Context: an optimization exercise on an open-source flow, tuned for small area, a short achievable clock period and few clock cycles. The choices shown serve that exercise and are no tape-out recipe.
Only simulation tests tie the RTL to the original design; equivalence was not proved.
No activity file was given, so power comes from the tool's default toggle rates.

`design/flow/flow/run.sh`:
```
#!/bin/bash
set -euo pipefail
bash standard.sh \
  'BUFFER_PORTS_ARGS=-buffer_cell sky130_fd_sc_hd__buf_4' \
  'CTS_ARGS=-sink_clustering_enable -repair_clock_nets -dont_use_dummy_load -buf_list sky130_fd_sc_hd__clkbuf_8' \
  finish > make.log 2>&1
```
`design/flow/standard.sh`:
```
#!/bin/bash
# synth_recipe.tcl (not shown) runs the flow's synth.tcl, then flattens the netlist and writes it again
# the make line also repeats each setting of config.mk as NAME=value (left out here)
make -C /OpenROAD-flow-scripts/flow DESIGN_CONFIG=/design/flow/config.mk WORK_HOME=/design/flow/orfs CLKGATE_MAP_FILE= SYNTH_SCRIPT=/design/flow/synth_recipe.tcl "${@:-finish}"
```
`design/flow/config.mk`:
```
export PLATFORM = sky130hd
export DESIGN_NAME = RISCV
export DESIGN_NICKNAME = RISCV
export VERILOG_FILES = /design/flow/design.v
export SDC_FILE = /design/flow/constraint.sdc
export NUM_CORES = 8
export LEC_CHECK = 0
export CAP_MARGIN = 20
export CELL_PAD_IN_SITES_DETAIL_PLACEMENT = 1
export CORE_MARGIN = 2
export CORE_UTILIZATION = 42
export PLACE_DENSITY = 0.5
export SETUP_SLACK_MARGIN = 5
export SLEW_MARGIN = 20
```
`design/flow/constraint.sdc`:
```
create_clock -name core_clock -period 8.5 [get_ports {clk}]
set_input_delay 1.7000 -clock core_clock [delete_from_list [all_inputs] [get_ports {clk}]]
set_output_delay 1.7000 -clock core_clock [all_outputs]
set_load 0.01 [all_outputs]
```
`design/flow/design.v`:
```
module RISCV(clk,
            rst,
            mem_wen_D_o,
            mem_addr_D_o,
            mem_wdata_D_o,
            mem_rdata_D,
            mem_addr_I_o,
            mem_rdata_I);
    input               clk, rst;
    input       [31:0]  mem_rdata_I;
    input       [63:0]  mem_rdata_D;
    output              mem_wen_D_o;
    output reg  [31:2]  mem_addr_I_o;
    output reg  [31:2]  mem_addr_D_o;
    output      [63:0]  mem_wdata_D_o;
    integer i;
    wire [31:0] inst = {mem_rdata_I[7:0], mem_rdata_I[15:8],
                        mem_rdata_I[23:16], mem_rdata_I[31:24]};
    wire [29:0] pc = mem_addr_I_o;
    wire [4:0] f_rd  = inst[11:7];
    wire [4:0] f_rs1 = inst[19:15];
    wire [4:0] f_rs2 = inst[24:20];
    wire [2:0] f_f3  = inst[14:12];
    wire f_br     =  inst[6] & ~inst[2];
    wire f_jalr   =  inst[6] &  inst[2] & ~inst[3];
    wire f_jal    =  inst[6] &  inst[3];
    wire f_load   = ~inst[6] & ~inst[5] & ~inst[4];
    wire f_opimm  = ~inst[6] & ~inst[5] &  inst[4];
    wire f_store  = ~inst[6] &  inst[5] & ~inst[4];
    wire f_op     = ~inst[6] &  inst[5] &  inst[4];
    wire f_alu    = ~inst[6] &  inst[4];             
    wire f_wr     = (f_load | f_alu | f_jal | f_jalr) & (f_rd != 5'd0);
    wire [63:0] f_immi  = {{52{inst[31]}}, inst[31:20]};
    wire [11:0] f_imm12 = f_store ? {inst[31:25], inst[11:7]} :
                          f_br    ? {inst[31], inst[31], inst[7], inst[30:25], inst[11:9]} :
                                    inst[31:20];
    wire [29:0] f_offb  = {{20{inst[31]}}, inst[7], inst[30:25], inst[11:9]};
    wire [29:0] f_offj  = {{12{inst[31]}}, inst[19:12], inst[20], inst[30:22]};
    wire        f_same   = (f_rs1 == f_rs2);
    wire        f_bpred  = f_same ? ~f_f3[0] : inst[31];
    wire        f_pred   = f_jal | (f_br & f_bpred);
    wire [10:0] f_fb     = {1'b0, pc[9:0]} + {1'b0, f_offb[9:0]};
    wire [10:0] f_fj     = {1'b0, pc[9:0]} + {1'b0, f_offj[9:0]};
    wire        f_fb_ok  = (f_fb[10] == inst[31]);
    wire        f_fj_ok  = (f_fj[10] == inst[31]) & (f_offj[17:10] == {8{inst[31]}});
    wire [29:0] f_ftb    = {pc[29:10], f_fb[9:0]};
    wire [29:0] f_ftj    = {pc[29:10], f_fj[9:0]};
    reg         fx_pend;       
    reg  [18:0] fx_off;
    wire [29:0] fx_tgt   = pc + {{11{fx_off[18]}}, fx_off};
    wire        f_slow   = ~fx_pend & ((f_jal & ~f_fj_ok) | (f_br & f_bpred & ~f_fb_ok));
    wire [29:0] f_pc1    = pc + 30'd1;
    reg  [4:0]  lk_reg, kc_reg;
    reg  [9:0]  lk_val, kc_val;
    wire        f_lk_hit = f_jalr & (f_rs1 == lk_reg);
    wire        f_kc_hit = f_jalr & (f_rs1 == kc_reg);
    wire [9:0]  f_jbase  = f_lk_hit ? lk_val : kc_val;
    wire [10:0] f_jl     = {1'b0, lk_val} + {1'b0, inst[31:22]};
    wire [10:0] f_jk     = {1'b0, kc_val} + {1'b0, inst[31:22]};
    wire [29:0] f_jtgt   = {20'd0, ({10{f_lk_hit}} & f_jl[9:0]) | ({10{~f_lk_hit}} & f_jk[9:0])};
    wire        f_jpred  = f_lk_hit | f_kc_hit;
    wire        f_jok    = f_lk_hit ? (f_jl[10] == inst[31]) : (f_kc_hit & (f_jk[10] == inst[31]));
    wire        f_li     = f_opimm & (f_f3 == 3'd0) & (f_rs1 == 5'd0);
    always @(posedge clk or posedge rst) begin
        if (rst) begin
            lk_reg <= 5'd0; lk_val <= 10'd0;
            kc_reg <= 5'd0; kc_val <= 10'd0;
        end else begin
            if ((f_jal | f_jalr) & (f_rd != 5'd0)) begin
                lk_reg <= f_rd; lk_val <= f_pc1[9:0];
            end
            if (f_li & (f_rd != 5'd0)) begin
                kc_reg <= f_rd; kc_val <= inst[31:22];
            end
        end
    end
    reg         x_v;
    reg  [63:0] x_a, x_b;
    reg  [11:0] x_imm;
    reg  [29:0] x_alt;         
    reg  [4:0]  x_rd;
    reg         x_wr, x_load, x_store, x_br, x_bne, x_jalr, x_link, x_pred;
    reg         x_sub;
    reg         x_s_add, x_s_sll, x_s_sr, x_s_slt, x_s_xor, x_s_or, x_s_and;
    reg         x_sh_arith;
    reg  [63:0] x_bn;          
    reg  [9:0]  x_jb;          
    reg         x_jp;          
    reg         m_v;
    reg  [63:0] m_res;         
    reg  [4:0]  m_rd;
    reg         m_wr, m_load, m_store;
    wire        x_we = x_v & x_wr;
    wire        m_we = m_v & m_wr;
    wire [63:0] m_mem = {mem_rdata_D[7:0],mem_rdata_D[15:8],mem_rdata_D[23:16],mem_rdata_D[31:24],
                         mem_rdata_D[39:32],mem_rdata_D[47:40],mem_rdata_D[55:48],mem_rdata_D[63:56]};
    wire [63:0] m_wb  = m_load ? m_mem : m_res;
    wire [63:0] x_res;
    reg  [31:1] rf_valid;
    reg  [63:0] rf [1:31];
    wire [31:0] dec1 = 32'd1 << f_rs1;
    wire [31:0] dec2 = 32'd1 << f_rs2;
    wire [31:0] sel1 = dec1 & {rf_valid, 1'b0};
    wire [31:0] sel2 = dec2 & {rf_valid, 1'b0};
    reg  [63:0] rd1, rd2;
    always @(*) begin
        rd1 = 64'd0;
        rd2 = 64'd0;
        for (i = 1; i < 32; i = i + 1) begin
            rd1 = rd1 | ({64{sel1[i]}} & rf[i]);
            rd2 = rd2 | ({64{sel2[i]}} & rf[i]);
        end
    end
    wire [31:0] wdec = (32'd1 << m_rd) & {32{m_we}};
    genvar g;
    generate
        for (g = 1; g < 32; g = g + 1) begin : gen_rf
            always @(posedge clk)
                if (wdec[g]) rf[g] <= m_wb;
        end
    endgenerate
    always @(posedge clk or posedge rst) begin
        if (rst) rf_valid <= 31'd0;
        else     rf_valid <= rf_valid | wdec[31:1];
    end
    wire fx1 = x_we & ~x_load & (x_rd == f_rs1);
    wire fx2 = x_we & ~x_load & (x_rd == f_rs2);
    wire fm1 = m_we & (m_rd == f_rs1);
    wire fm2 = m_we & (m_rd == f_rs2);
    wire [63:0] f_a  = fx1 ? x_res : fm1 ? m_wb : rd1;
    wire [63:0] f_r2 = fx2 ? x_res : fm2 ? m_wb : rd2;
    wire [63:0] f_b  = f_opimm ? f_immi : f_r2;
    wire f_sub = f_alu & ((f_f3 == 3'd2) | (f_op & inst[30] & (f_f3 == 3'd0)));
    wire f_use2 = (~inst[6] & inst[5]) | f_br;      
    wire f_ldwait = x_we & x_load & (((x_rd == f_rs1) & ~f_jal) | ((x_rd == f_rs2) & f_use2));
    wire f_stall = f_ldwait | f_slow;
    wire [63:0] a = x_a;
    wire [63:0] b = x_b;
    wire        x_eq      = (a == b);
    wire        x_jok     = x_jp & (a[31:0] == {20'd0, x_jb, 2'b00});
    wire [31:0] x_sum     = a[31:0] + {{20{x_imm[11]}}, x_imm};
    wire        x_redirect = x_v & ((x_jalr & ~x_jok) | (x_br & (x_eq ^ x_bne ^ x_pred)));
    wire [29:0] x_pc1     = x_alt + 30'd1;
    wire [29:0] x_btgt    = x_alt + {{19{x_imm[10]}}, x_imm[10:0]};
    wire [29:0] x_target  = x_jalr ? x_sum[31:2] : (x_eq ^ x_bne) ? x_btgt : x_pc1;
    wire [64:0] x_add1 = {a, 1'b1} + {x_bn, x_sub};
    wire [63:0] x_add  = x_add1[64:1];
    wire        x_lt   = (a[63] ^ b[63]) ? a[63] : x_add[63];
    wire [63:0] x_sll  = a << b[5:0];
    wire [63:0] x_sr   = $signed({x_sh_arith & a[63], a}) >>> b[5:0];
    wire [63:0] x_lnk  = {32'd0, x_pc1, 2'b00};
    assign x_res = ({64{x_s_add}} & x_add)
                 | ({64{x_s_sll}} & x_sll)
                 | ({64{x_s_sr}}  & x_sr)
                 | ({64{x_s_slt}} & {63'd0, x_lt})
                 | ({64{x_s_xor}} & (a ^ b))
                 | ({64{x_s_or}}  & (a | b))
                 | ({64{x_s_and}} & (a & b))
                 | ({64{x_link}}  & x_lnk)
                 | ({64{x_store}} & b);
    assign mem_wen_D_o   = m_v & m_store;
    assign mem_wdata_D_o = {m_res[7:0],m_res[15:8],m_res[23:16],m_res[31:24],
                            m_res[39:32],m_res[47:40],m_res[55:48],m_res[63:56]};
    wire s_hold = f_stall;
    wire s_fx   = ~f_stall & fx_pend;
    wire s_j    = ~f_stall & ~fx_pend & f_jal;
    wire s_b    = ~f_stall & ~fx_pend & f_br & f_bpred;
    wire s_jr   = ~f_stall & f_jpred;
    wire s_n    = ~f_stall & ~f_jal & ~(f_br & f_bpred) & ~f_jpred;
    wire [29:0] f_next = ({30{s_hold}} & pc)
                       | ({30{s_fx}}   & fx_tgt)
                       | ({30{s_j}}    & f_ftj)
                       | ({30{s_b}}    & f_ftb)
                       | ({30{s_jr}}   & f_jtgt)
                       | ({30{s_n}}    & f_pc1);
    always @(posedge clk or posedge rst) begin
        if (rst) begin
            mem_addr_I_o <= 30'd0;
            fx_pend      <= 1'b0;
            x_v          <= 1'b0;
            m_v          <= 1'b0;
        end else begin
            mem_addr_I_o <= x_redirect ? x_target : f_next;
            fx_pend      <= ~x_redirect & (fx_pend ? f_ldwait : f_slow);
            x_v <= ~x_redirect & ~f_stall;
            m_v <= x_v;
        end
    end
    always @(posedge clk) begin
        x_a      <= f_a;
        x_b      <= f_b;
        x_bn     <= f_b ^ {64{f_sub}};
        x_jb     <= f_jbase;
        x_jp     <= f_jok;
        x_imm    <= f_imm12;
        x_alt    <= pc;
        fx_off   <= f_jal ? f_offj[18:0] : f_offb[18:0];
        x_rd     <= f_rd;
        x_wr     <= f_wr;
        x_load   <= f_load;
        x_store  <= f_store;
        x_br     <= f_br;
        x_bne    <= f_f3[0];
        x_jalr   <= f_jalr;
        x_link   <= f_jal | f_jalr;
        x_pred   <= f_bpred;
        x_sub    <= f_sub;
        x_s_add  <= f_alu & (f_f3 == 3'd0);
        x_s_sll  <= f_alu & (f_f3 == 3'd1);
        x_s_sr   <= f_alu & (f_f3 == 3'd5);
        x_s_slt  <= f_alu & (f_f3 == 3'd2);
        x_s_xor  <= f_alu & (f_f3 == 3'd4);
        x_s_or   <= f_alu & (f_f3 == 3'd6);
        x_s_and  <= f_alu & (f_f3 == 3'd7);
        x_sh_arith <= inst[30];
        m_res        <= x_res;
        mem_addr_D_o <= x_sum[31:2];
        m_rd         <= x_rd;
        m_wr         <= x_wr;
        m_load       <= x_load;
        m_store      <= x_store;
    end
endmodule
```
==> impl_metrics.yaml, run 1 <==
yosys:
  synthesis.nets: 10400
  synth-seq-cells: 2464
  synth_warnings: 2
  async_reset_ff_frac: 0.0381
  ys_dominant_reg_cell: "edfxtp_1"
  synth_cell_type_count: 89
  synthCells: 9977
  synth.avg_cell_area_um2: 12.2
  seq_area_frac_synth: 0.572
  synth.area.top_cells: "edfxtp_1, dfxtp_1, a22oi_1"
  synth_top_area_cell: "edfxtp_1"
  netlist_area_um2: 122000
  netlist.area_leader.share: 0.490
  synth_edf_count: 1984
floorplanning:
  die_w_um: 542
  dieArea_um2: 294000
  rows: 197
  num_io_pins: 223
  die_h_um: 542
  start_util: 0.422
  core_area_um2: 288000
placement:
  place.port_buffers: 220
  dp_slack_ns: 2.34
  place_congestion: 1.05
  place_hpwl_mm: 431
global_route:
  grt_overflow_total: 0
  antenna_found_initial: 98
  grt_pass1_wl_mm: 1030
  grt_max_degree: 67
  grt_use_total: 0.517
  grt_pass1_vias: 112000
timing:
  max_freq_mhz: 236
  slew_headroom: 0.106
  setup_ws_ns: 4.27
  drv_slew: 0
  period_needed_ns: 4.23
  max_slew.worst_pin.slew_ns: 1.34
  final-setup-viol-count: 0
  hold_viol_final: 0
  tns_ns: 0
  finalCritPeriodShare: 0.498
  skew_ns: 0.161
  rsz0062_at_grt: "true"
power_and_ir_drop:
  vdd_drop_max_uv: 171
  power.total_w: 0.0411
  leakage_nw: 56.5
  p_per_area_nw_per_um2: 261
setup_path:
  worstPathMaxFanout: 6
  critPathArrivalTime_ns: 5.22
  worstSetupEndpointType: "flip-flop"
  cp_slowest_cell: "nand4_1"
  worstReg2RegStart: "x_a[41]$_DFF_P_"
  crit_type: "flip-flop to flip-flop"
  ff2ff_setup_slack_ns: 4.27
  startpoint_type: "flip-flop"
  r2r-end: "mem_addr_I_o[11]$_DFF_PP0_"
  cp.required_ns: 9.49
  critPathTopFamily: "simple AND/OR/NAND/NOR gates"
  r2r_cells: 14
  path_cells: "inv_1 -> ha_4 -> nor4_4 -> nand4_1 -> nor4_2 -> buf_4 -> xor2_4 -> xor2_1 -> a22o_1 -> and2_4 -> buf_12 -> a221oi_4 -> o21ai_1 -> o32a_1"
  slowest_delay_ns: 0.62
  critPathBufInv: 3
layout:
  multiInputGateArea_um2: 57200
  final_cell_mix: "edfxtp_1, buf_4, a22oi_1"
  regArea_um2: 69800
  n_fill_cell: 28300
  syn_to_final_growth_pct: 29.1
  largest-register: "rf"
  largest_reg_flops: 1984
  drive_gt1_frac: 0.333
  layout_commonest_cell: "edfxtp_1"
  final_nets: 11700
worst_hold_path:
  min_to: "m_wr$_DFF_P_"
  hold_start: "x_wr$_DFF_P_"
  hp-class: "flip-flop to flip-flop"
  whs_path_depth: 0
job:
  cap_violations: 0
detailed_routing:
  ant_nets: 0
  routed_wl_mm: 815
  wl_per_cell_um: 53.9
  vias: 123000
  drcViolationCount: 0
  drt_iter0_drc: 27400
  post_drt_via_cell_ratio: 8.14
  drt-pass1-iter-count: 15
cts:
  clk_pin_slew_ns: 0.06
  cts_sinks: 2464
  ctsHoldBuffers: 0
  htreeDepth: 5
  cts-root-buf: "clkbuf_8"
  cts_tree: "built"
  clk_latency_ns: 1.18
  clock_path_buffers: 4
  numCtsBuffers: 420
outcome:
  outcome: "no timing/DRC/antenna violations"
==> cells by family (layout without fill, tap and decap cells) <==
family	after synthesis	in the layout	synth area share
compound gates	3430	3430	0.213
xor+xnor	287	287	0.0207
fa+ha+maj	323	323	0.0336
buf+inv	1018	2254	0.0320
flops	2464	2464	0.572
mux	379	379	0.0474
other cells	0	97	0
simple gates	2076	2108	0.0813
==> stage by stage <==
| step | utilization | hold slack (ns) | instances | instance area, um2 |
|---|---|---|---|---|
| after floorplan | - | 0.329 | 9977 | 127000 |
| after global placement | 0.457 | 0.379 | 13600 | 132000 |
| after detailed placement | 0.457 | 0.383 | 13600 | 132000 |
| after CTS | 0.520 | 0.398 | 14700 | 150000 |
| after global routing | 0.545 | 0.402 | 15000 | 157000 |
| final | 0.545 | 0.399 | 15100 | 157000 |
==> area by class of cell <==
cell class              count  share of cell area
clock buffers             420              0.0368
diodes                     97             0.00154
well taps                3781              0.0301
inverters                 240             0.00596
multi-input cells        6527               0.364
repair buffers           1594               0.117
flip-flops and latches   2464               0.444
==> how the worst max path moves through the flow <==
stage / to / start / cells after the start
after CTS: mem_addr_I_o[2]$_DFF_PP0_ / x_a[37]$_DFF_P_ / 15
after floorplan: mem_addr_I_o[8]$_DFF_PP0_ / mem_rdata_I[17] / 13
final: mem_addr_I_o[11]$_DFF_PP0_ / x_a[41]$_DFF_P_ / 14
after detailed placement: x_bn[37]$_DFF_P_ / mem_rdata_I[15] / 13
after global routing: mem_addr_I_o[11]$_DFF_PP0_ / x_a[37]$_DFF_P_ / 15
after global placement: x_bn[37]$_DFF_P_ / mem_rdata_I[15] / 13
==> synth_stat cells (23+ instances only) <==
| library cell | count |
|---|---|
| inv_1 | 236 |
| xor2_1 | 146 |
| nor2b_1 | 23 |
| a21oi_1 | 367 |
| a221oi_1 | 603 |
| ha_1 | 316 |
| and3_1 | 83 |
| o211ai_1 | 103 |
| mux2i_1 | 124 |
| clkbuf_1 | 510 |
| or2_2 | 48 |
| nor2_1 | 514 |
| a21o_1 | 76 |
| dfrtp_1 | 94 |
| buf_1 | 216 |
| and2_1 | 26 |
| o21bai_1 | 41 |
| xnor2_1 | 141 |
| a22oi_1 | 789 |
| o21a_1 | 35 |
| a221o_1 | 25 |
| mux4_2 | 147 |
| a22o_1 | 535 |
| nor4_1 | 63 |
| mux2_2 | 108 |
| nor3_1 | 191 |
| buf_2 | 48 |
| a31oi_1 | 33 |
| edfxtp_1 | 1984 |
| a211oi_1 | 84 |
| dfxtp_1 | 386 |
| nand3_1 | 306 |
| o21ai_0 | 404 |
| nand4_1 | 226 |
| a222oi_1 | 130 |
| nand2_1 | 510 |
==> where the power goes <==
part | switching, W | internal, W
logic | 0.0105 | 0.00587
clock network | 0.00482 | 0.00432
registers | 0.00112 | 0.0144
total | 0.0165 | 0.0246
==> worst register-to-register path: cells and delay by family (launching register included) <==
kind	cells	cell delay, ns
simple gates	4	1.88
compound gates	4	0.85
buf+inv	3	0.47
flops	1	0.38
xor+xnor	2	0.29
fa+ha+maj	1	0.25
==> routing by layer <==
| layer | global-route usage | vias up | share of wire | wire [um] |
|---|---|---|---|---|
| li1 | - | 43100 | - | - |
| met1 | 0.613 | 61300 | 0.33 | 267000 |
| met2 | 0.716 | 14000 | 0.39 | 320000 |
| met3 | 0.232 | 4626 | 0.17 | 136000 |
| met4 | 0.417 | 68 | 0.11 | 89100 |
| met5 | 0.0390 | - | 0.0028 | 2320 |
==> repair_timing <==
item,4_1_cts,5_1_grt
buffers inserted,591,309
cloned,74,49
pin swaps,296,378
endpoints found under the setup margin,643,410
resized for setup,1226,751
Testbench counts, summed over its fixed seeds: cycles 120,139.
==> inputs of run 2 (changes only) <==
--- a/design/flow/design.v
+++ b/design/flow/design.v
@@ -32,7 +32,5 @@
     wire f_wr     = (f_load | f_alu | f_jal | f_jalr) & (f_rd != 5'd0);
     wire [63:0] f_immi  = {{52{inst[31]}}, inst[31:20]};
-    wire [11:0] f_imm12 = f_store ? {inst[31:25], inst[11:7]} :
-                          f_br    ? {inst[31], inst[31], inst[7], inst[30:25], inst[11:9]} :
-                                    inst[31:20];
+    wire [11:0] f_imm12 = f_store ? {inst[31:25], inst[11:7]} : inst[31:20];
     wire [29:0] f_offb  = {{20{inst[31]}}, inst[7], inst[30:25], inst[11:9]};
     wire [29:0] f_offj  = {{12{inst[31]}}, inst[19:12], inst[20], inst[30:22]};
@@ -46,8 +44,5 @@
     wire [29:0] f_ftb    = {pc[29:10], f_fb[9:0]};
     wire [29:0] f_ftj    = {pc[29:10], f_fj[9:0]};
-    reg         fx_pend;       
-    reg  [18:0] fx_off;
-    wire [29:0] fx_tgt   = pc + {{11{fx_off[18]}}, fx_off};
-    wire        f_slow   = ~fx_pend & ((f_jal & ~f_fj_ok) | (f_br & f_bpred & ~f_fb_ok));
+    wire        f_fix    = (f_jal & ~f_fj_ok) | (f_br & f_bpred & ~f_fb_ok);
     wire [29:0] f_pc1    = pc + 30'd1;
     reg  [4:0]  lk_reg, kc_reg;
@@ -76,9 +71,11 @@
     end
     reg         x_v;
-    reg  [63:0] x_a, x_b;
+    reg  [63:0] x_a;
     reg  [11:0] x_imm;
     reg  [29:0] x_alt;         
     reg  [4:0]  x_rd;
-    reg         x_wr, x_load, x_store, x_br, x_bne, x_jalr, x_link, x_pred;
+    reg         x_wr, x_load, x_store, x_br, x_bne, x_jal, x_jalr, x_link, x_pred;
+    reg  [18:0] x_off;         
+    reg         x_fix;         
     reg         x_sub;
     reg         x_s_add, x_s_sll, x_s_sr, x_s_slt, x_s_xor, x_s_or, x_s_and;
@@ -133,18 +130,19 @@
     wire f_sub = f_alu & ((f_f3 == 3'd2) | (f_op & inst[30] & (f_f3 == 3'd0)));
     wire f_use2 = (~inst[6] & inst[5]) | f_br;      
-    wire f_ldwait = x_we & x_load & (((x_rd == f_rs1) & ~f_jal) | ((x_rd == f_rs2) & f_use2));
-    wire f_stall = f_ldwait | f_slow;
+    wire f_stall = x_we & x_load & (((x_rd == f_rs1) & ~f_jal) | ((x_rd == f_rs2) & f_use2));
     wire [63:0] a = x_a;
-    wire [63:0] b = x_b;
+    wire [63:0] b = x_bn;
     wire        x_eq      = (a == b);
     wire        x_jok     = x_jp & (a[31:0] == {20'd0, x_jb, 2'b00});
     wire [31:0] x_sum     = a[31:0] + {{20{x_imm[11]}}, x_imm};
-    wire        x_redirect = x_v & ((x_jalr & ~x_jok) | (x_br & (x_eq ^ x_bne ^ x_pred)));
+    wire        x_taken   = x_eq ^ x_bne;
+    wire        x_redirect = x_v & ((x_jalr & ~x_jok) | (x_jal & x_fix) |
+                                    (x_br & ((x_taken ^ x_pred) | (x_taken & x_fix))));
     wire [29:0] x_pc1     = x_alt + 30'd1;
-    wire [29:0] x_btgt    = x_alt + {{19{x_imm[10]}}, x_imm[10:0]};
-    wire [29:0] x_target  = x_jalr ? x_sum[31:2] : (x_eq ^ x_bne) ? x_btgt : x_pc1;
+    wire [29:0] x_btgt    = x_alt + {{11{x_off[18]}}, x_off};
+    wire [29:0] x_target  = x_jalr ? x_sum[31:2] : (x_jal | x_taken) ? x_btgt : x_pc1;
     wire [64:0] x_add1 = {a, 1'b1} + {x_bn, x_sub};
     wire [63:0] x_add  = x_add1[64:1];
-    wire        x_lt   = (a[63] ^ b[63]) ? a[63] : x_add[63];
+    wire        x_lt   = (a[63] ^ ~x_bn[63]) ? a[63] : x_add[63];
     wire [63:0] x_sll  = a << b[5:0];
     wire [63:0] x_sr   = $signed({x_sh_arith & a[63], a}) >>> b[5:0];
@@ -162,13 +160,9 @@
     assign mem_wdata_D_o = {m_res[7:0],m_res[15:8],m_res[23:16],m_res[31:24],
                             m_res[39:32],m_res[47:40],m_res[55:48],m_res[63:56]};
-    wire s_hold = f_stall;
-    wire s_fx   = ~f_stall & fx_pend;
-    wire s_j    = ~f_stall & ~fx_pend & f_jal;
-    wire s_b    = ~f_stall & ~fx_pend & f_br & f_bpred;
-    wire s_jr   = ~f_stall & f_jpred;
-    wire s_n    = ~f_stall & ~f_jal & ~(f_br & f_bpred) & ~f_jpred;
-    wire [29:0] f_next = ({30{s_hold}} & pc)
-                       | ({30{s_fx}}   & fx_tgt)
-                       | ({30{s_j}}    & f_ftj)
+    wire s_j    = f_jal;
+    wire s_b    = f_br & f_bpred;
+    wire s_jr   = f_jpred;
+    wire s_n    = ~f_jal & ~(f_br & f_bpred) & ~f_jpred;
+    wire [29:0] f_next = ({30{s_j}}    & f_ftj)
                        | ({30{s_b}}    & f_ftb)
                        | ({30{s_jr}}   & f_jtgt)
@@ -177,10 +171,8 @@
         if (rst) begin
             mem_addr_I_o <= 30'd0;
-            fx_pend      <= 1'b0;
             x_v          <= 1'b0;
             m_v          <= 1'b0;
         end else begin
-            mem_addr_I_o <= x_redirect ? x_target : f_next;
-            fx_pend      <= ~x_redirect & (fx_pend ? f_ldwait : f_slow);
+            if (!f_stall) mem_addr_I_o <= x_redirect ? x_target : f_next;
             x_v <= ~x_redirect & ~f_stall;
             m_v <= x_v;
@@ -189,5 +181,4 @@
     always @(posedge clk) begin
         x_a      <= f_a;
-        x_b      <= f_b;
         x_bn     <= f_b ^ {64{f_sub}};
         x_jb     <= f_jbase;
@@ -195,5 +186,7 @@
         x_imm    <= f_imm12;
         x_alt    <= pc;
-        fx_off   <= f_jal ? f_offj[18:0] : f_offb[18:0];
+        x_off    <= f_jal ? f_offj[18:0] : f_offb[18:0];
+        x_fix    <= f_fix;
+        x_jal    <= f_jal;
         x_rd     <= f_rd;
         x_wr     <= f_wr;
==> design/flow/flow/run.sh (replaced) <==
#!/bin/bash
set -euo pipefail
here=$(pwd)
bash standard.sh \
  'ADDER_MAP_FILE=' \
  'BUFFER_PORTS_ARGS=-buffer_cell sky130_fd_sc_hd__buf_4' \
  'CTS_ARGS=-sink_clustering_enable -repair_clock_nets -dont_use_dummy_load -buf_list sky130_fd_sc_hd__clkbuf_8' \
  "POST_GLOBAL_ROUTE_TCL=$here/flow/post_grt.tcl" \
  finish > make.log 2>&1
==> design/flow/flow/post_grt.tcl (new file) <==
# After global routing: repair antennas again with a 30% ratio margin, so
# that detailed routing rarely leaves antenna violations to repair (each
# repair after detailed routing reroutes the design).
repair_antennas -ratio_margin 30 -iterations 3
check_placement -verbose
==> impl_metrics.yaml, run 2 <==
outcome:
  outcome: "failed layout checks"
  check-failures: "slew limit"
layout:
  drive_gt1_frac: 0.313
  largest_reg_flops: 1984
  layout.cells.non_filler: 14700
  syn_to_final_growth_pct: 27.7
  largest-register: "rf"
  n_fill_cell: 27400
  multiInputGateArea_um2: 53400
  final_nets: 10900
  final_cell_mix: "edfxtp_1, buf_4, a22oi_1"
  regArea_um2: 68500
  layout_commonest_cell: "edfxtp_1"
worst_hold_path:
  hp-class: "flip-flop to flip-flop"
  hold_start: "x_wr$_DFF_P_"
floorplanning:
  rows: 193
  core_area_um2: 277000
  num_io_pins: 223
  die_w_um: 532
  start_util: 0.422
  dieArea_um2: 283000
  die_h_um: 532
cts:
  clk_latency_ns: 1.20
  clock_path_buffers: 4
  numCtsBuffers: 407
  cts_tree: "built"
  post-cts-setup-buffer-count: 471
  cts_resized: 1316
  clk_pin_slew_ns: 0.06
  htreeDepth: 5
  cts-root-buf: "clkbuf_8"
  cts_sinks: 2395
  ctsHoldBuffers: 0
setup_path:
  worstSetupEndpointType: "flip-flop"
  startpoint_type: "flip-flop"
  crit_type: "flip-flop to flip-flop"
  worstPathMaxFanout: 15
  critPathLaunch: "x_a[49]$_DFF_P_"
  worstReg2RegStart: "x_a[49]$_DFF_P_"
  critPathArrivalTime_ns: 5.46
  cp.required_ns: 9.48
yosys:
  async_reset_ff_frac: 0.0388
  synth.most_common_cell: "edfxtp_1"
  synth.area.top_cells: "edfxtp_1, dfxtp_1, a22oi_1"
  synth.avg_cell_area_um2: 11.8
  seq_area_frac_synth: 0.584
  netlist.area_leader.share: 0.510
  synth-seq-cells: 2395
  synth_warnings: 2
  synth_cell_type_count: 88
  synth_top_area_cell: "edfxtp_1"
  synthCells: 9874
  netlist_area_um2: 117000
  synth_edf_count: 1984
  synth_common_cells: "edfxtp_1, a22oi_1, clkbuf_1, a221oi_1, a22o_1"
  synthesis.nets: 9972
  ys_dominant_reg_cell: "edfxtp_1"
power_and_ir_drop:
  clkPwrFrac: 0.231
  vdd_drop_max_uv: 141
  pwr-share-comb: 0.365
  cell_internal_pwr_w: 0.0231
  p_per_area_nw_per_um2: 256
  leakage_nw: 51.6
  p_switching_w: 0.0151
  p_sw_frac: 0.395
  seq_power_share: 0.404
placement:
  dp_slack_ns: 2.56
  place_hpwl_mm: 409
  dpl.cell_count: 13200
  place_congestion: 1.04
  place.port_buffers: 220
detailed_routing:
  drt-pass1-iter-count: 21
  ant_nets: 0
  post_drt_via_cell_ratio: 8.04
  wl_per_cell_um: 52.8
  vias: 118000
  routed_wl_mm: 774
  drcViolationCount: 0
  drt_iter0_drc: 27500
timing:
  fin_hold_ws_ns: 0.384
  setup_ws_ns: 4.03
  max_slew.worst_pin.slew_ns: 1.61
  hold_viol_final: 0
  tns_ns: 0
  final-setup-viol-count: 0
  drv_slew: 25
  max_freq_mhz: 224
  finalCritPeriodShare: 0.526
  slew_headroom: -0.0754
  skew_ns: 0.166
  period_needed_ns: 4.47
global_route:
  grt_use_total: 0.513
  grt_overflow_total: 0
  antenna_found_initial: 91
  grt_max_degree: 77
  grt_pass1_vias: 108000
  grt_pass1_wl_mm: 988
job:
  cap_violations: 0
==> run 2: kinds of logic after synthesis <==
| kind of cell | synth area share |
|---|---|
| xor gates and xnor gates | 0.0327 |
| DFF | 0.584 |
| muxes | 0.0414 |
| AOI/OAI and AO/OA | 0.215 |
| adders and majority gates | 0.00717 |
| and+or+nand+nor | 0.0867 |
| buffers and inverters | 0.0327 |
==> run 2: layout make-up <==
| class | instances | share of cell area |
|---|---|---|
| antenna | 107 | 0.00179 |
| clock buffer | 407 | 0.0375 |
| inverter | 79 | 0.00210 |
| multi-input combinational | 6518 | 0.358 |
| sequential | 2395 | 0.459 |
| tap | 3705 | 0.0311 |
| timing repair buffer | 1442 | 0.111 |
==> run 2: worst paths after layout <==
check                                               end  slack (ns)  cells past startpoint
setup / recovery           mem_addr_I_o[18]$_DFFE_PP0N_        4.03                     13
min in group asynchronous         lk_reg[4]$_DFFE_PP0P_        0.60                      2
setup reg to reg           mem_addr_I_o[18]$_DFFE_PP0N_        4.03                     13
max in group asynchronous  mem_addr_I_o[10]$_DFFE_PP0N_        6.66                      3
hold reg to reg                            m_wr$_DFF_P_        0.38                      0
hold / removal                             m_wr$_DFF_P_        0.38                      0
==> run 2: power groups by stage <==
stage	clock, W	sequential [W]	combinational [W]
after CTS	0.00870	0.0153	0.0120
after floorplan	0	0.0147	0.00568
after detailed placement	0	0.0154	0.00997
final	0.00882	0.0154	0.0139
after global placement	0	0.0153	0.00987
==> run 2: worst max-delay path, stage by stage (launching register included) <==
cell	delay, ns
dfxtp_1	0.29
buf_4	0.21
xnor2_4	0.32
nand4_1	0.35
nor4_4	0.49
nand4_1	0.53
xor2_2	0.32
xnor2_1	0.15
a222oi_1	0.40
nor2b_4	0.14
or3_4	0.37
or4_4	0.47
o21ai_2	0.17
a221o_1	0.15
==> run 2: per-stage QoR <==
stage / area [um2] / util / total power [W]
detailed placement: 125000 / 0.451 / 0.0254
finish: 149000 / 0.539 / 0.0382
global placement: 125000 / 0.451 / 0.0252
CTS: 142000 / 0.512 / 0.0360
floorplan: 120000 / - / 0.0204
==> run 2: routing by layer <==
| metal | track usage | wire, um |
|---|---|---|
| met5 | 0.0405 | 3390 |
| met2 | 0.715 | 306000 |
| met4 | 0.400 | 81300 |
| met1 | 0.615 | 255000 |
| met3 | 0.224 | 129000 |
Testbench counts of run 2, summed over its fixed seeds: cycles 120,139.
==> inputs of run 3 (changes only) <==
==> design/flow/flow/run.sh (replaced) <==
#!/bin/bash
set -euo pipefail
here=$(pwd)
bash standard.sh \
  'ADDER_MAP_FILE=' \
  'BUFFER_PORTS_ARGS=-buffer_cell sky130_fd_sc_hd__buf_4' \
  'CTS_ARGS=-sink_clustering_enable -repair_clock_nets -dont_use_dummy_load -buf_list sky130_fd_sc_hd__clkbuf_16 -sink_clustering_size 20 -sink_clustering_max_diameter 80' \
  "POST_GLOBAL_ROUTE_TCL=$here/flow/post_grt.tcl" \
  finish > make.log 2>&1
==> impl_metrics.yaml, run 3 <==
outcome:
  outcome: "failed layout checks"
  check-failures: "slew limit"
timing:
  period_needed_ns: 4.39
  slew_headroom: -0.0373
  max_freq_mhz: 228
  finalCritPeriodShare: 0.517
  final-setup-viol-count: 0
  max_slew.worst_pin.slew_ns: 1.56
  drv_slew: 19
  skew_ns: 0.127
  tns_ns: 0
  hold_viol_final: 0
  setup_ws_ns: 4.11
yosys:
  synthesis.nets: 9972
  ys_dominant_reg_cell: "edfxtp_1"
  netlist.area_leader.share: 0.510
  synth.area.top_cells: "edfxtp_1, dfxtp_1, a22oi_1"
  synth_edf_count: 1984
  netlist_area_um2: 117000
  synth_warnings: 2
  synth.avg_cell_area_um2: 11.8
  synth-seq-cells: 2395
  synth.most_common_cell: "edfxtp_1"
  seq_area_frac_synth: 0.584
  async_reset_ff_frac: 0.0388
  synth_top_area_cell: "edfxtp_1"
  synth_common_cells: "edfxtp_1, a22oi_1, clkbuf_1, a221oi_1, a22o_1"
  synth_cell_type_count: 88
  synthCells: 9874
detailed_routing:
  drcViolationCount: 0
  ant_nets: 0
  vias: 118000
  drt_iter0_drc: 27400
  wl_per_cell_um: 53.6
  drt-pass1-iter-count: 28
  post_drt_via_cell_ratio: 8.06
  routed_wl_mm: 785
global_route:
  grt_max_degree: 104
  grt_use_total: 0.518
  grt_pass1_vias: 107000
  grt_pass1_wl_mm: 995
  antenna_found_initial: 91
  grt_overflow_total: 0
worst_hold_path:
  hold_start: "x_wr$_DFF_P_"
  hp-class: "flip-flop to flip-flop"
  whs_path_depth: 0
  min_to: "m_wr$_DFF_P_"
layout:
  final_cell_mix: "edfxtp_1, buf_4, a22oi_1"
  finish.utilization: 0.550
  largest-register: "rf"
  syn_to_final_growth_pct: 30.2
  drive_gt1_frac: 0.328
  largest_reg_flops: 1984
  stdcell_area_um2: 152000
  final_nets: 10900
  layout_commonest_cell: "edfxtp_1"
cts:
  cts-root-buf: "clkbuf_16"
  ctsHoldBuffers: 0
  clk_latency_ns: 0.98
  numCtsBuffers: 156
  clk_pin_slew_ns: 0.08
  cts_resized: 1652
  post-cts-setup-buffer-count: 585
  cts_tree: "built"
  clock_path_buffers: 4
  htreeDepth: 4
  cts_sinks: 2395
placement:
  place_hpwl_mm: 409
  placed_cell_area_um2: 125000
  dp_slack_ns: 2.56
  place_congestion: 1.04
  place.port_buffers: 220
job:
  cap_violations: 0
floorplanning:
  rows: 193
  start_util: 0.422
  core_area_um2: 277000
  die_w_um: 532
  dieArea_um2: 283000
  num_io_pins: 223
  die_h_um: 532
setup_path:
  critPathArrivalTime_ns: 5.20
  worstReg2RegStart: "x_a[15]$_DFF_P_"
  startpoint_type: "flip-flop"
  r2r_cells: 13
  worstPathMaxFanout: 17
  cp.required_ns: 9.31
  crit_type: "flip-flop to flip-flop"
  ff2ff_setup_slack_ns: 4.11
  r2r-end: "mem_addr_I_o[18]$_DFFE_PP0N_"
  worstSetupEndpointType: "flip-flop"
power_and_ir_drop:
  p_per_area_nw_per_um2: 244
  leakage_nw: 52.7
  vdd_drop_max_uv: 192
## run 3: cell count changes in the layout (fill, tap and decap cells not counted), moves of 14 or more
cell       delta
buf_6        +44
buf_12       +64
nor3_1       -24
buf_4       +105
a221oi_2     +88
nor3_4       +16
a221oi_1     -88
clkbuf_8    -406
buf_16       +29
nand2_1      -14
o21ai_4      +14
clkbuf_16   +156
## run 3: critical path, cell delays in order, from the launching register on
cell and delay (ns):
dfxtp_1 0.31, buf_6 0.17, xnor2_1 0.53, nand3_1 0.30, nor4_4 0.31, nand4_1 0.49
xor2_2 0.32, xnor2_1 0.15, a222oi_1 0.40, nor2b_4 0.13, or3_4 0.37, or4_4 0.48
o21ai_2 0.15, a221o_1 0.14
## run 3: worst max path at each step
stage,endpoint,slack [ns],startpoint,cells after the start
finish,mem_addr_I_o[18]$_DFFE_PP0N_,4.11,x_a[15]$_DFF_P_,13
CTS,mem_addr_I_o[18]$_DFFE_PP0N_,4.14,x_a[11]$_DFF_P_,13
detailed placement,x_bn[46]$_DFF_P_,2.56,mem_rdata_I[14],14
global placement,x_bn[57]$_DFF_P_,2.51,mem_rdata_I[15],14
floorplan,mem_addr_I_o[11]$_DFFE_PP0N_,3.62,mem_rdata_I[15],14
## run 3: cell families (layout without fill, tap and decap cells)
family | after synthesis | after routing | share of synthesized area
AO/OA/AOI/OAI | 3418 | 3418 | 0.215
XOR/XNOR | 437 | 437 | 0.0327
adder cells (fa/ha/maj) | 82 | 82 | 0.00717
buffers and inverters | 1001 | 1926 | 0.0327
flip-flops | 2395 | 2395 | 0.584
multiplexers | 446 | 446 | 0.0414
other | 0 | 104 | 0
AND/OR/NAND/NOR | 2095 | 2133 | 0.0867
## run 3: where the power goes
group,switching [W],internal (W)
Sequential,0.00139,0.0141
Clock,0.00423,0.00326
Combinational,0.00915,0.00498
## run 3: through the flow
step / total power, W / hold WS, ns / cells
after floorplan: 0.0204 / 0.343 / 9874
after global placement: 0.0252 / 0.375 / 13200
after detailed placement: 0.0254 / 0.366 / 13200
after CTS: 0.0347 / 0.381 / 14100
final: 0.0371 / 0.389 / 14600
## run 3: layout make-up
cell class,count,area [um2]
Inverter,79,314
Fill cell,27100,125000
Tap cell,3705,4640
Clock buffer,156,3900
Timing Repair Buffer,1691,19900
Antenna cell,104,260
Multi-Input combinational cell,6516,54700
Sequential cell,2395,68500
## run 3: per-layer routing
metal	vias up	routed length [um]	track usage
li1	41800	-	-
met1	58700	255000	0.616
met2	13100	309000	0.719
met3	4343	132000	0.235
met4	92	84800	0.407
met5	-	3130	0.0415
==> inputs of run 4 (changes only) <==
--- a/design/flow/config.mk
+++ b/design/flow/config.mk
@@ -6,5 +6,5 @@
 export NUM_CORES = 8
 export LEC_CHECK = 0
-export CAP_MARGIN = 20
+export CAP_MARGIN = 30
 export CELL_PAD_IN_SITES_DETAIL_PLACEMENT = 1
 export CORE_MARGIN = 2
@@ -12,3 +12,4 @@
 export PLACE_DENSITY = 0.5
 export SETUP_SLACK_MARGIN = 5
-export SLEW_MARGIN = 20
+export SLEW_MARGIN = 40
+export TNS_END_PERCENT = 10
==> impl_metrics.yaml, run 4 <==
outcome:
  outcome: "no timing/DRC/antenna violations"
yosys:
  synth-seq-cells: 2395
  synth_common_cells: "edfxtp_1, a22oi_1, clkbuf_1, a221oi_1, a22o_1"
  async_reset_ff_frac: 0.0388
  synth_edf_count: 1984
  synth.most_common_cell: "edfxtp_1"
  netlist_area_um2: 117000
  ys_dominant_reg_cell: "edfxtp_1"
  synth_warnings: 2
  synthCells: 9874
  synth.avg_cell_area_um2: 11.8
  seq_area_frac_synth: 0.584
  synth_top_area_cell: "edfxtp_1"
  synth.area.top_cells: "edfxtp_1, dfxtp_1, a22oi_1"
  synth_cell_type_count: 88
  synthesis.nets: 9972
  netlist.area_leader.share: 0.510
placement:
  place_congestion: 1.05
  place_hpwl_mm: 425
  dpl.cell_count: 13300
  place.port_buffers: 220
  dp_slack_ns: 2.40
cts:
  clk_pin_slew_ns: 0.08
  cts_resized: 828
  post-cts-setup-buffer-count: 334
  htreeDepth: 4
  cts-root-buf: "clkbuf_16"
  ctsHoldBuffers: 0
  clock_path_buffers: 4
  numCtsBuffers: 158
  cts_tree: "built"
  cts_sinks: 2395
  clk_latency_ns: 0.95
setup_path:
  cp.required_ns: 9.22
  path_cells: "bufbuf_16 -> nor3_4 -> buf_4 -> and3_4 -> buf_4 -> a22oi_1 -> nand4_1 -> nor3_1 -> nand2_1 -> o21ai_2 -> nand2_2 -> o21ai_0 -> a21oi_1 -> xor2_1"
  r2r_cells: 12
  crit_type: "input port to flip-flop"
  worstSetupEndpointType: "flip-flop"
  worstPathMaxFanout: 11
  r2r-end: "mem_addr_I_o[14]$_DFFE_PP0N_"
  slowest_delay_ns: 0.42
  path_common_cell: "buf_4"
  critPathBufInv: 3
  critPathTopFamily: "simple AND/OR/NAND/NOR gates"
  startpoint_type: "input port"
  critPathArrivalTime_ns: 5.19
  worstReg2RegStart: "x_bn[51]$_DFF_P_"
  cp_slowest_cell: "nand2_1"
  ff2ff_setup_slack_ns: 4.12
global_route:
  antenna_found_initial: 117
  grt_pass1_vias: 104000
  grt_use_total: 0.507
  grt_overflow_total: 0
  grt_max_degree: 76
  grt_pass1_wl_mm: 973
detailed_routing:
  drcViolationCount: 0
  drt-pass1-iter-count: 14
  wl_per_cell_um: 53.4
  vias: 115000
  ant_nets: 0
  post_drt_via_cell_ratio: 8.09
  drt_iter0_drc: 27500
  routed_wl_mm: 758
timing:
  max_freq_mhz: 224
  max_slew.worst_pin.slew_ns: 1.29
  final-setup-viol-count: 0
  skew_ns: 0.112
  period_needed_ns: 4.47
  finalCritPeriodShare: 0.526
  slew_headroom: 0.143
  setup_ws_ns: 4.03
  hold_viol_final: 0
  drv_slew: 0
  tns_ns: 0
floorplanning:
  num_io_pins: 223
  rows: 193
  die_h_um: 532
  die_w_um: 532
  dieArea_um2: 283000
  core_area_um2: 277000
  start_util: 0.422
layout:
  largest-register: "rf"
  largest_reg_flops: 1984
  final_cell_mix: "edfxtp_1, buf_4, a22oi_1"
  syn_to_final_growth_pct: 20.9
  finish.utilization: 0.510
  final_nets: 10500
  drive_gt1_frac: 0.233
  layout.cells.non_filler: 14200
  layout_commonest_cell: "edfxtp_1"
  n_fill_cell: 27800
worst_hold_path:
  whs_path_depth: 0
  hold_start: "x_wr$_DFF_P_"
  min_to: "m_wr$_DFF_P_"
  hp-class: "flip-flop to flip-flop"
power_and_ir_drop:
  power.total_w: 0.0357
  p_per_area_nw_per_um2: 252
  vdd_drop_max_uv: 201
  leakage_nw: 48.2
job:
  cap_violations: 0
==> run 4: worst max path at each step <==
stage	start	to	slack [ns]	depth (start not counted)
floorplan	mem_rdata_I[15]	mem_addr_I_o[11]$_DFFE_PP0N_	3.62	14
finish	mem_rdata_I[0]	x_bn[61]$_DFF_P_	4.03	14
global placement	mem_rdata_I[0]	x_bn[30]$_DFF_P_	2.45	13
detailed placement	mem_rdata_I[14]	x_bn[61]$_DFF_P_	2.40	13
CTS	x_a[3]$_DFF_P_	mem_addr_I_o[16]$_DFFE_PP0N_	4.19	12
==> run 4: report_power, final <==
part / total, W / switching, W / internal, W / leakage (nW)
clock: 0.00748 / 0.00418 / 0.00330 / 1.95
sequential: 0.0153 / 0.00130 / 0.0140 / 22.0
combinational: 0.0128 / 0.00865 / 0.00419 / 24.3
total: 0.0357 / 0.0141 / 0.0215 / 48.2
==> run 4: stage by stage <==
step	cell area [um2]	hold slack, ns
floorplan	117000	0.343
global placement	124000	0.370
detailed placement	125000	0.361
CTS	137000	0.376
finish	141000	0.381
==> run 4: cells by family after synthesis <==
logic type                 Yosys count  share of synthesized area
and+or+nand+nor                   2095                     0.0867
DFF                               2395                      0.584
xor gates and xnor gates           437                     0.0327
AOI/OAI and AO/OA                 3418                      0.215
adders and majority gates           82                    0.00717
muxes                              446                     0.0414
buffers and inverters             1001                     0.0327
==> run 4: area by class of cell <==
| class | instances | area (um2) | share of cell area |
|---|---|---|---|
| Sequential cell | 2395 | 68400 | 0.484 |
| Multi-Input combinational cell | 6510 | 49900 | 0.354 |
| Tap cell | 3705 | 4640 | 0.0328 |
| Timing Repair Buffer | 1223 | 13700 | 0.0967 |
| Antenna cell | 133 | 333 | 0.00236 |
| Clock buffer | 158 | 3950 | 0.0280 |
| Inverter | 79 | 308 | 0.00218 |
==> run 4: metal layers <==
| metal | part of all wire | wire length [um] | global-route usage | up-vias |
|---|---|---|---|---|
| met4 | 0.10 | 75800 | 0.399 | 62 |
| met3 | 0.16 | 124000 | 0.203 | 3774 |
| li1 | - | - | - | 40800 |
| met2 | 0.40 | 304000 | 0.709 | 13000 |
| met1 | 0.33 | 253000 | 0.617 | 57300 |
| met5 | 0.0013 | 1010 | 0.0108 | - |
==> inputs of run 5 (changes only) <==
--- a/design/flow/design.v
+++ b/design/flow/design.v
@@ -78,4 +78,6 @@
     reg  [18:0] x_off;         
     reg         x_fix;         
+    reg         x_r_eq, x_r_ne;    
+    reg         x_t_eq, x_t_ne;    
     reg         x_sub;
     reg         x_s_add, x_s_sll, x_s_sr, x_s_slt, x_s_xor, x_s_or, x_s_and;
@@ -136,10 +138,8 @@
     wire        x_jok     = x_jp & (a[31:0] == {20'd0, x_jb, 2'b00});
     wire [31:0] x_sum     = a[31:0] + {{20{x_imm[11]}}, x_imm};
-    wire        x_taken   = x_eq ^ x_bne;
-    wire        x_redirect = x_v & ((x_jalr & ~x_jok) | (x_jal & x_fix) |
-                                    (x_br & ((x_taken ^ x_pred) | (x_taken & x_fix))));
+    wire        x_redirect = (x_eq ? x_r_eq : x_r_ne) | (x_v & x_jalr & ~x_jok);
     wire [29:0] x_pc1     = x_alt + 30'd1;
     wire [29:0] x_btgt    = x_alt + {{11{x_off[18]}}, x_off};
-    wire [29:0] x_target  = x_jalr ? x_sum[31:2] : (x_jal | x_taken) ? x_btgt : x_pc1;
+    wire [29:0] x_target  = x_jalr ? x_sum[31:2] : (x_eq ? x_t_eq : x_t_ne) ? x_btgt : x_pc1;
     wire [64:0] x_add1 = {a, 1'b1} + {x_bn, x_sub};
     wire [63:0] x_add  = x_add1[64:1];
@@ -172,8 +172,14 @@
             mem_addr_I_o <= 30'd0;
             x_v          <= 1'b0;
+            x_r_eq       <= 1'b0;
+            x_r_ne       <= 1'b0;
             m_v          <= 1'b0;
         end else begin
             if (!f_stall) mem_addr_I_o <= x_redirect ? x_target : f_next;
             x_v <= ~x_redirect & ~f_stall;
+            x_r_eq <= ~x_redirect & ~f_stall &
+                      ((f_br & (f_f3[0] ? f_bpred : (~f_bpred | f_fix))) | (f_jal & f_fix));
+            x_r_ne <= ~x_redirect & ~f_stall &
+                      ((f_br & (f_f3[0] ? (~f_bpred | f_fix) : f_bpred)) | (f_jal & f_fix));
             m_v <= x_v;
         end
@@ -188,4 +194,6 @@
         x_off    <= f_jal ? f_offj[18:0] : f_offb[18:0];
         x_fix    <= f_fix;
+        x_t_eq   <= f_jal | (f_br & ~f_f3[0]);
+        x_t_ne   <= f_jal | (f_br &  f_f3[0]);
         x_jal    <= f_jal;
         x_rd     <= f_rd;
--- a/design/flow/config.mk
+++ b/design/flow/config.mk
@@ -13,3 +13,3 @@
 export SETUP_SLACK_MARGIN = 5
 export SLEW_MARGIN = 40
-export TNS_END_PERCENT = 10
+export TNS_END_PERCENT = 3
==> impl_metrics.yaml, run 5 <==
yosys:
  synth_top_family_by_area: "compound AO/OA/AOI/OAI gates"
  async_reset_ff_frac: 0.0397
  synth_warnings: 2
  ys_dominant_reg_cell: "edfxtp_1"
  synth_top_area_cell: "edfxtp_1"
  synthCells: 9869
  synth_xor_area_frac: 0.0322
  synth_cell_type_count: 100
  synth.area.top_cells: "edfxtp_1, dfxtp_1, a22oi_1"
  synth_compound_area_frac: 0.214
  synthesis.nets: 9967
  netlist_area_um2: 118000
  yosys-mux-area-fraction: 0.0453
  synth-adder-area-share: 0.00720
  synth.avg_cell_area_um2: 11.9
  synth.most_common_cell: "edfxtp_1"
  synth_edf_count: 1984
  synth_common_cells: "edfxtp_1, a22oi_1, clkbuf_1, nor2_1, a221oi_1"
  netlist.area_leader.share: 0.506
  seq_area_frac_synth: 0.580
  synth-seq-cells: 2394
  synthSimpleGateAreaFrac: 0.0882
detailed_routing:
  drt_iter0_drc: 27000
  drt-pass1-iter-count: 12
  wl_per_cell_um: 53.0
  routed_wl_mm: 739
  ant_nets: 0
  post_drt_via_cell_ratio: 8.06
  vias: 112000
  drcViolationCount: 0
timing:
  final-setup-viol-count: 0
  slew_headroom: 0.0729
  skew_ns: 0.137
  hold_viol_final: 0
  period_needed_ns: 4.55
  tns_ns: 0
  drv_slew: 0
  finalCritPeriodShare: 0.535
  fin_hold_ws_ns: 0.382
  max_slew.worst_pin.slew_ns: 1.39
  max_freq_mhz: 220
setup_path:
  critPathBufInv: 3
  cp_slowest_cell: "and3_4"
  worstSetupEndpointType: "flip-flop"
  crit_type: "input port to flip-flop"
  worstPathMaxFanout: 13
  path_common_cell: "buf_4"
  startpoint_type: "input port"
  r2r_cells: 13
  r2r-end: "x_bn[58]$_DFF_P_"
  cp.required_ns: 9.19
  ff2ff_setup_slack_ns: 4.10
  critPathArrivalTime_ns: 5.24
  worstReg2RegStart: "x_bn[3]$_DFF_P_"
  path_cells: "buf_4 -> nor3b_4 -> buf_4 -> and3_4 -> buf_4 -> a22oi_2 -> nand4_1 -> nor3_4 -> a21oi_4 -> nor2_1 -> a21oi_1 -> o21ai_1 -> xnor2_1"
  slowest_delay_ns: 0.61
  critPathTopFamily: "simple AND/OR/NAND/NOR gates"
worst_hold_path:
  hp-class: "flip-flop to flip-flop"
  min_to: "m_wr$_DFF_P_"
  whs_path_depth: 0
  hold_start: "x_wr$_DFF_P_"
power_and_ir_drop:
  power.total_w: 0.0347
  vdd_drop_max_uv: 191
  p_per_area_nw_per_um2: 254
  leakage_nw: 46.2
global_route:
  grt_overflow_total: 0
  antenna_found_initial: 106
  grt_max_degree: 121
  grt_pass1_wl_mm: 956
  grt_use_total: 0.494
  grt_pass1_vias: 103000
cts:
  cts_tree: "built"
  htreeDepth: 4
  post-cts-setup-buffer-count: 180
  clk_pin_slew_ns: 0.07
  cts_sinks: 2394
  cts_resized: 304
  ctsHoldBuffers: 0
  numCtsBuffers: 160
  cts-root-buf: "clkbuf_16"
  clk_latency_ns: 0.94
  clock_path_buffers: 4
floorplanning:
  rows: 194
  dieArea_um2: 284000
  start_util: 0.422
  num_io_pins: 223
  die_h_um: 533
  die_w_um: 533
  core_area_um2: 279000
layout:
  largest_reg_flops: 1984
  syn_to_final_growth_pct: 16.1
  n_fill_cell: 28200
  final_cell_mix: "edfxtp_1, buf_4, a22oi_1"
  largest-register: "rf"
  final_nets: 10100
  layout_commonest_cell: "edfxtp_1"
  drive_gt1_frac: 0.205
outcome:
  outcome: "no timing/DRC/antenna violations"
job:
  cap_violations: 0
placement:
  place.port_buffers: 220
  place_congestion: 1.02
  place_hpwl_mm: 423
## run 5: cell type report
cell class | instances | area, um2 | area share
Timing Repair Buffer | 934 | 9470 | 0.0693
Clock buffer | 160 | 4000 | 0.0293
Inverter | 88 | 342 | 0.00250
Tap cell | 3724 | 4660 | 0.0341
Antenna cell | 160 | 400 | 0.00293
Multi-Input combinational cell | 6472 | 49400 | 0.362
Sequential cell | 2394 | 68400 | 0.500
## run 5: worst max-delay path by stage
stage | start | to | slack, ns | cells after the start
final | mem_rdata_I[13] | x_bn[52]$_DFF_P_ | 3.95 | 13
after CTS | x_a[5]$_DFF_P_ | x_bn[57]$_DFF_P_ | 4.25 | 16
after detailed placement | mem_rdata_I[0] | x_bn[45]$_DFF_P_ | 2.66 | 11
after global placement | mem_rdata_I[23] | x_a[12]$_DFF_P_ | 2.63 | 11
after floorplan | mem_rdata_I[18] | x_r_eq$_DFF_PP0_ | 3.70 | 14
## run 5: report_power, final
group / switching [W] / internal [W] / leakage (nW) / total (W)
Clock: 0.00417 / 0.00334 / 1.97 / 0.00751
Combinational: 0.00815 / 0.00369 / 22.2 / 0.0118
Sequential: 0.00131 / 0.0140 / 22.0 / 0.0153
Total: 0.0136 / 0.0210 / 46.2 / 0.0347
## run 5: kinds of logic (layout without fill, tap and decap cells)
| kind of cell | after synthesis | count (layout) |
|---|---|---|
| fa+ha+maj | 82 | 82 |
| compound gates | 3384 | 3384 |
| flops | 2394 | 2394 |
| mux | 368 | 369 |
| other cells | 0 | 160 |
| simple gates | 2184 | 2207 |
| buf+inv | 1027 | 1182 |
| xor+xnor | 430 | 430 |
## run 5: routing by layer
layer	up-vias	routed length (um)	track usage
met1	56900	253000	0.622
met4	96	65500	0.342
li1	40200	-	-
met5	-	2000	0.0187
met3	3118	119000	0.192
met2	12000	299000	0.694
## run 5: stage by stage
step / utilization / std cells / cell area [um2] / worst slack, ns
floorplan: - / 9869 / 120000 / 3.70
global placement: 0.451 / 13300 / 126000 / 2.63
detailed placement: 0.453 / 13300 / 126000 / 2.66
CTS: 0.479 / 13600 / 134000 / 4.25
finish: 0.490 / 13900 / 137000 / 3.95
Testbench counts of run 5, summed over its fixed seeds: cycles 120,139.
==> inputs of run 6 (changes only) <==
--- a/design/flow/config.mk
+++ b/design/flow/config.mk
@@ -13,3 +13,3 @@
 export SETUP_SLACK_MARGIN = 5
 export SLEW_MARGIN = 40
-export TNS_END_PERCENT = 3
+export TNS_END_PERCENT = 20
==> impl_metrics.yaml, run 6 <==
yosys:
  async_reset_ff_frac: 0.0397
  netlist.area_leader.share: 0.506
  synth.most_common_cell: "edfxtp_1"
  netlist_area_um2: 118000
  ys_dominant_reg_cell: "edfxtp_1"
  synth_warnings: 2
  synth_common_cells: "edfxtp_1, a22oi_1, clkbuf_1, nor2_1, a221oi_1"
  synthesis.nets: 9967
  synth_edf_count: 1984
  synth.area.top_cells: "edfxtp_1, dfxtp_1, a22oi_1"
  synth.avg_cell_area_um2: 11.9
  seq_area_frac_synth: 0.580
  synth_top_area_cell: "edfxtp_1"
  synthCells: 9869
  synth_cell_type_count: 100
  synth-seq-cells: 2394
cts:
  post-cts-setup-buffer-count: 402
  numCtsBuffers: 157
  ctsHoldBuffers: 0
  cts-root-buf: "clkbuf_16"
  cts_resized: 821
  clock_path_buffers: 4
  clk_pin_slew_ns: 0.08
  cts_sinks: 2394
  clk_latency_ns: 0.97
  htreeDepth: 4
  cts_tree: "built"
layout:
  n_fill_cell: 27800
  final_cell_mix: "edfxtp_1, buf_4, a22oi_1"
  regArea_um2: 68400
  largest-register: "rf"
  finish.utilization: 0.521
  layout_commonest_cell: "edfxtp_1"
  drive_gt1_frac: 0.281
  final_nets: 10600
  largest_reg_flops: 1984
  multiInputGateArea_um2: 52300
  syn_to_final_growth_pct: 23.6
detailed_routing:
  routed_wl_mm: 771
  wl_per_cell_um: 53.6
  drt-pass1-iter-count: 12
  drt_iter0_drc: 26700
  vias: 116000
  post_drt_via_cell_ratio: 8.07
  ant_nets: 0
  drcViolationCount: 0
floorplanning:
  dieArea_um2: 284000
  die_w_um: 533
  rows: 194
  die_h_um: 533
  num_io_pins: 223
  start_util: 0.422
  core_area_um2: 279000
timing:
  final-setup-viol-count: 0
  hold_viol_final: 0
  skew_ns: 0.156
  setup_ws_ns: 4.21
  period_needed_ns: 4.29
  finalCritPeriodShare: 0.505
  tns_ns: 0
  slew_headroom: 0.146
  fin_hold_ws_ns: 0.386
  max_slew.worst_pin.slew_ns: 1.28
  drv_slew: 0
  max_freq_mhz: 233
worst_hold_path:
  whs_path_depth: 0
  hold_start: "x_wr$_DFF_P_"
  hp-class: "flip-flop to flip-flop"
  min_to: "m_wr$_DFF_P_"
placement:
  place.port_buffers: 220
  place_hpwl_mm: 436
  place_congestion: 1.03
  dp_slack_ns: 2.86
global_route:
  grt_overflow_total: 0
  grt_max_degree: 103
  grt_pass1_vias: 106000
  grt_pass1_wl_mm: 986
  antenna_found_initial: 97
  grt_use_total: 0.513
setup_path:
  crit_type: "input port to flip-flop"
  worstSetupEndpointType: "flip-flop"
  worstReg2RegStart: "x_bn[0]$_DFF_P_"
  worstPathMaxFanout: 9
  r2r-end: "x_bn[10]$_DFF_P_"
  cp.required_ns: 9.18
  critPathArrivalTime_ns: 4.97
  r2r_cells: 16
  ff2ff_setup_slack_ns: 4.31
  startpoint_type: "input port"
power_and_ir_drop:
  vdd_drop_max_uv: 198
  p_per_area_nw_per_um2: 249
  leakage_nw: 50.2
outcome:
  outcome: "no timing/DRC/antenna violations"
job:
  cap_violations: 0
[run 6: cell count changes in the layout (fill, tap and decap cells not counted), moves of 34 or more]
cell	change
buf_4	+244
diode_2	-34
a221oi_1	-89
a21oi_1	-58
buf_8	+36
buf_16	+49
nor2_1	-47
buf_6	+95
o21ai_0	-77
a221oi_2	+83
a21oi_2	+48
[run 6: area by class of cell]
class,count,share of cell area
inverters,88,0.00244
repair buffers,1411,0.107
multi-input cells,6476,0.359
flip-flops and latches,2394,0.470
well taps,3724,0.0320
diodes,126,0.00217
clock buffers,157,0.0270
[run 6: metrics by stage]
stage	cell area [um2]	total power, W	instances
after floorplan	121000	0.0205	9869
after global placement	126000	0.0256	13300
after detailed placement	127000	0.0258	13300
after CTS	139000	0.0345	13900
final	146000	0.0363	14400
[run 6: per-layer routing]
metal  wire length (um)  GRT usage  up-vias
met5               1800     0.0360        -
met4              77600      0.403       90
met3             126000      0.220     3709
met2             309000      0.715    12900
met1             256000      0.616    58200
li1                   -          -    41200
[run 6: critical path, stage by stage]
cell	delay, ns
buf_16	0.12
buf_12	0.15
and2_4	0.21
and3_4	0.20
buf_4	0.23
a22o_1	0.27
a221oi_1	0.24
nand4_1	0.21
nor3_4	0.52
nand2_1	0.16
o21ai_1	0.24
nand2_1	0.11
o21ai_1	0.16
o21ai_4	0.18
xor2_1	0.21
[run 6: how the worst max path moves through the flow]
stage	from	to	cells past startpoint
6_report	mem_rdata_I[14]	x_bn[51]$_DFF_P_	15
4_1_cts	mem_rdata_I[18]	mem_addr_I_o[11]$_DFFE_PP0N_	14
2_1_floorplan	mem_rdata_I[18]	x_r_eq$_DFF_PP0_	14
3_5_place_dp	mem_rdata_I[12]	x_bn[58]$_DFF_P_	12
3_3_place_gp	mem_rdata_I[14]	x_bn[51]$_DFF_P_	14
[run 6: cell families after synthesis]
logic type / after synthesis / synth area share
compound gates: 3384 / 0.214
xor+xnor: 430 / 0.0322
fa+ha+maj: 82 / 0.00720
buf+inv: 1027 / 0.0333
flops: 2394 / 0.580
mux: 368 / 0.0453
simple gates: 2184 / 0.0882
[run 6: where the power goes]
group | switching [W] | internal (W) | total (W) | leakage [nW]
logic | 0.00894 | 0.00460 | 0.0135 | 26.2
registers | 0.00124 | 0.0140 | 0.0153 | 22.0
clock network | 0.00420 | 0.00328 | 0.00748 | 1.94
total | 0.0144 | 0.0219 | 0.0363 | 50.2
==> inputs of run 7 (changes only) <==
--- a/design/flow/config.mk
+++ b/design/flow/config.mk
@@ -13,3 +13,3 @@
 export SETUP_SLACK_MARGIN = 5
 export SLEW_MARGIN = 40
-export TNS_END_PERCENT = 20
+export TNS_END_PERCENT = 0
==> impl_metrics.yaml, run 7 <==
placement:
  dpl.cell_count: 13300
  place.port_buffers: 220
cts:
  cts-root-buf: "clkbuf_16"
  htreeDepth: 4
  cts_resized: 252
  clk_pin_slew_ns: 0.08
  cts_sinks: 2394
  cts_tree: "built"
  post-cts-setup-buffer-count: 163
  numCtsBuffers: 157
  clock_path_buffers: 4
job:
  cap_violations: 0
timing:
  max_freq_mhz: 224
  setup_ws_ns: 4.03
  drv_slew: 0
  skew_ns: 0.109
  slew_headroom: 0.274
  max_slew.worst_pin.slew_ns: 1.09
  hold_viol_final: 0
  tns_ns: 0
  final-setup-viol-count: 0
worst_hold_path:
  hold_start: "x_wr$_DFF_P_"
  min_to: "m_wr$_DFF_P_"
  hp-class: "flip-flop to flip-flop"
  whs_path_depth: 0
detailed_routing:
  routed_wl_mm: 736
  post_drt_via_cell_ratio: 8.14
  drt_iter0_drc: 26500
  wl_per_cell_um: 53.1
  drt-pass1-iter-count: 17
power_and_ir_drop:
  p_switching_w: 0.0134
  p_per_area_nw_per_um2: 256
  seq_power_share: 0.444
  power.total_w: 0.0343
  clkPwrFrac: 0.217
  cell_internal_pwr_w: 0.0209
setup_path:
  ff2ff_setup_slack_ns: 4.08
  r2r-end: "x_bn[4]$_DFF_P_"
  critPathArrivalTime_ns: 5.26
  worstPathMaxFanout: 17
  worstReg2RegStart: "x_bn[1]$_DFF_P_"
  r2r_cells: 15
  crit_type: "input port to flip-flop"
  cp.required_ns: 9.29
  worstSetupEndpointType: "flip-flop"
floorplanning:
  rows: 194
  core_area_um2: 279000
  dieArea_um2: 284000
  num_io_pins: 223
  die_h_um: 533
  die_w_um: 533
  start_util: 0.422
outcome:
  outcome: "no timing/DRC/antenna violations"
yosys:
  synth.avg_cell_area_um2: 11.9
  netlist_area_um2: 118000
  async_reset_ff_frac: 0.0397
  synthCells: 9869
  synth.area.top_cells: "edfxtp_1, dfxtp_1, a22oi_1"
  synth_top_area_cell: "edfxtp_1"
  netlist.area_leader.share: 0.506
  synth_common_cells: "edfxtp_1, a22oi_1, clkbuf_1, nor2_1, a221oi_1"
layout:
  regArea_um2: 68300
  final_nets: 10100
  layout_commonest_cell: "edfxtp_1"
  n_fill_cell: 28400
  largest-register: "rf"
  final_cell_mix: "edfxtp_1, a22oi_1, buf_4"
  syn_to_final_growth_pct: 13.9
  layout.cells.non_filler: 13900
global_route:
  antenna_found_initial: 102
  grt_pass1_vias: 104000
==> run 7: how the worst max path moves through the flow <==
stage | start | to | slack, ns | depth (start not counted)
floorplan | mem_rdata_I[18] | x_r_eq$_DFF_PP0_ | 3.70 | 14
global placement | mem_rdata_I[14] | x_bn[58]$_DFF_P_ | 2.51 | 13
detailed placement | x_a[1]$_DFF_P_ | mem_addr_I_o[17]$_DFFE_PP0N_ | 2.60 | 11
CTS | mem_rdata_I[14] | mem_addr_I_o[11]$_DFFE_PP0N_ | 4.27 | 14
finish | mem_rdata_I[14] | x_bn[57]$_DFF_P_ | 4.03 | 15
==> run 7: cells by family after synthesis <==
logic type      share of synthesized area
compound gates                      0.214
xor+xnor                           0.0322
buf+inv                            0.0333
flops                               0.580
simple gates                       0.0882
mux                                0.0453
fa+ha+maj                         0.00720
==> run 7: power by group through the flow <==
| stage | clock network [W] | logic, W | registers [W] |
|---|---|---|---|
| after floorplan | 0 | 0.00569 | 0.0147 |
| after global placement | 0 | 0.0102 | 0.0153 |
| after detailed placement | 0 | 0.0103 | 0.0153 |
| after CTS | 0.00737 | 0.0109 | 0.0151 |
| final | 0.00742 | 0.0116 | 0.0152 |
==> run 7: metrics by stage <==
step	utilization	hold slack [ns]	area (um2)
after CTS	0.475	0.377	133000
after detailed placement	0.451	0.365	126000
after floorplan	-	0.343	118000
final	0.480	0.377	134000
after global placement	0.448	0.369	125000
==> run 7: layout make-up <==
type | count | area share
Sequential cell | 2394 | 0.510
Multi-Input combinational cell | 6473 | 0.358
Timing Repair Buffer | 886 | 0.0632
Tap cell | 3724 | 0.0347
Clock buffer | 157 | 0.0293
Inverter | 88 | 0.00256
Antenna cell | 131 | 0.00244
==> run 7: critical path, cell delays in order <==
cell      delay [ns]
buf_16          0.13
buf_4           0.16
nor2b_4         0.42
and3_4          0.49
buf_4           0.53
a22o_1          0.21
a221oi_1        0.06
nand4_1         0.15
nor3_1          0.08
a21oi_1         0.54
a21oi_1         0.22
nand2_1         0.11
nand2_1         0.07
a21oi_2         0.18
xor2_1          0.17
==> run 7: layer usage <==
metal,up-vias,share of wire,GRT usage
met4,92,0.095,0.364
met5,-,0.0017,0.00483
met2,12400,0.40,0.694
met3,3440,0.16,0.204
met1,56800,0.34,0.613
li1,40100,-,-

Check on run 7: ideal ports give 4.029 ns setup slack; a clkbuf_16 on the clock port and buf_2 on the inputs give 4.025 ns; moving port delays by the midpoint clock arrival (0.978 ns) as well gives 3.047 ns.
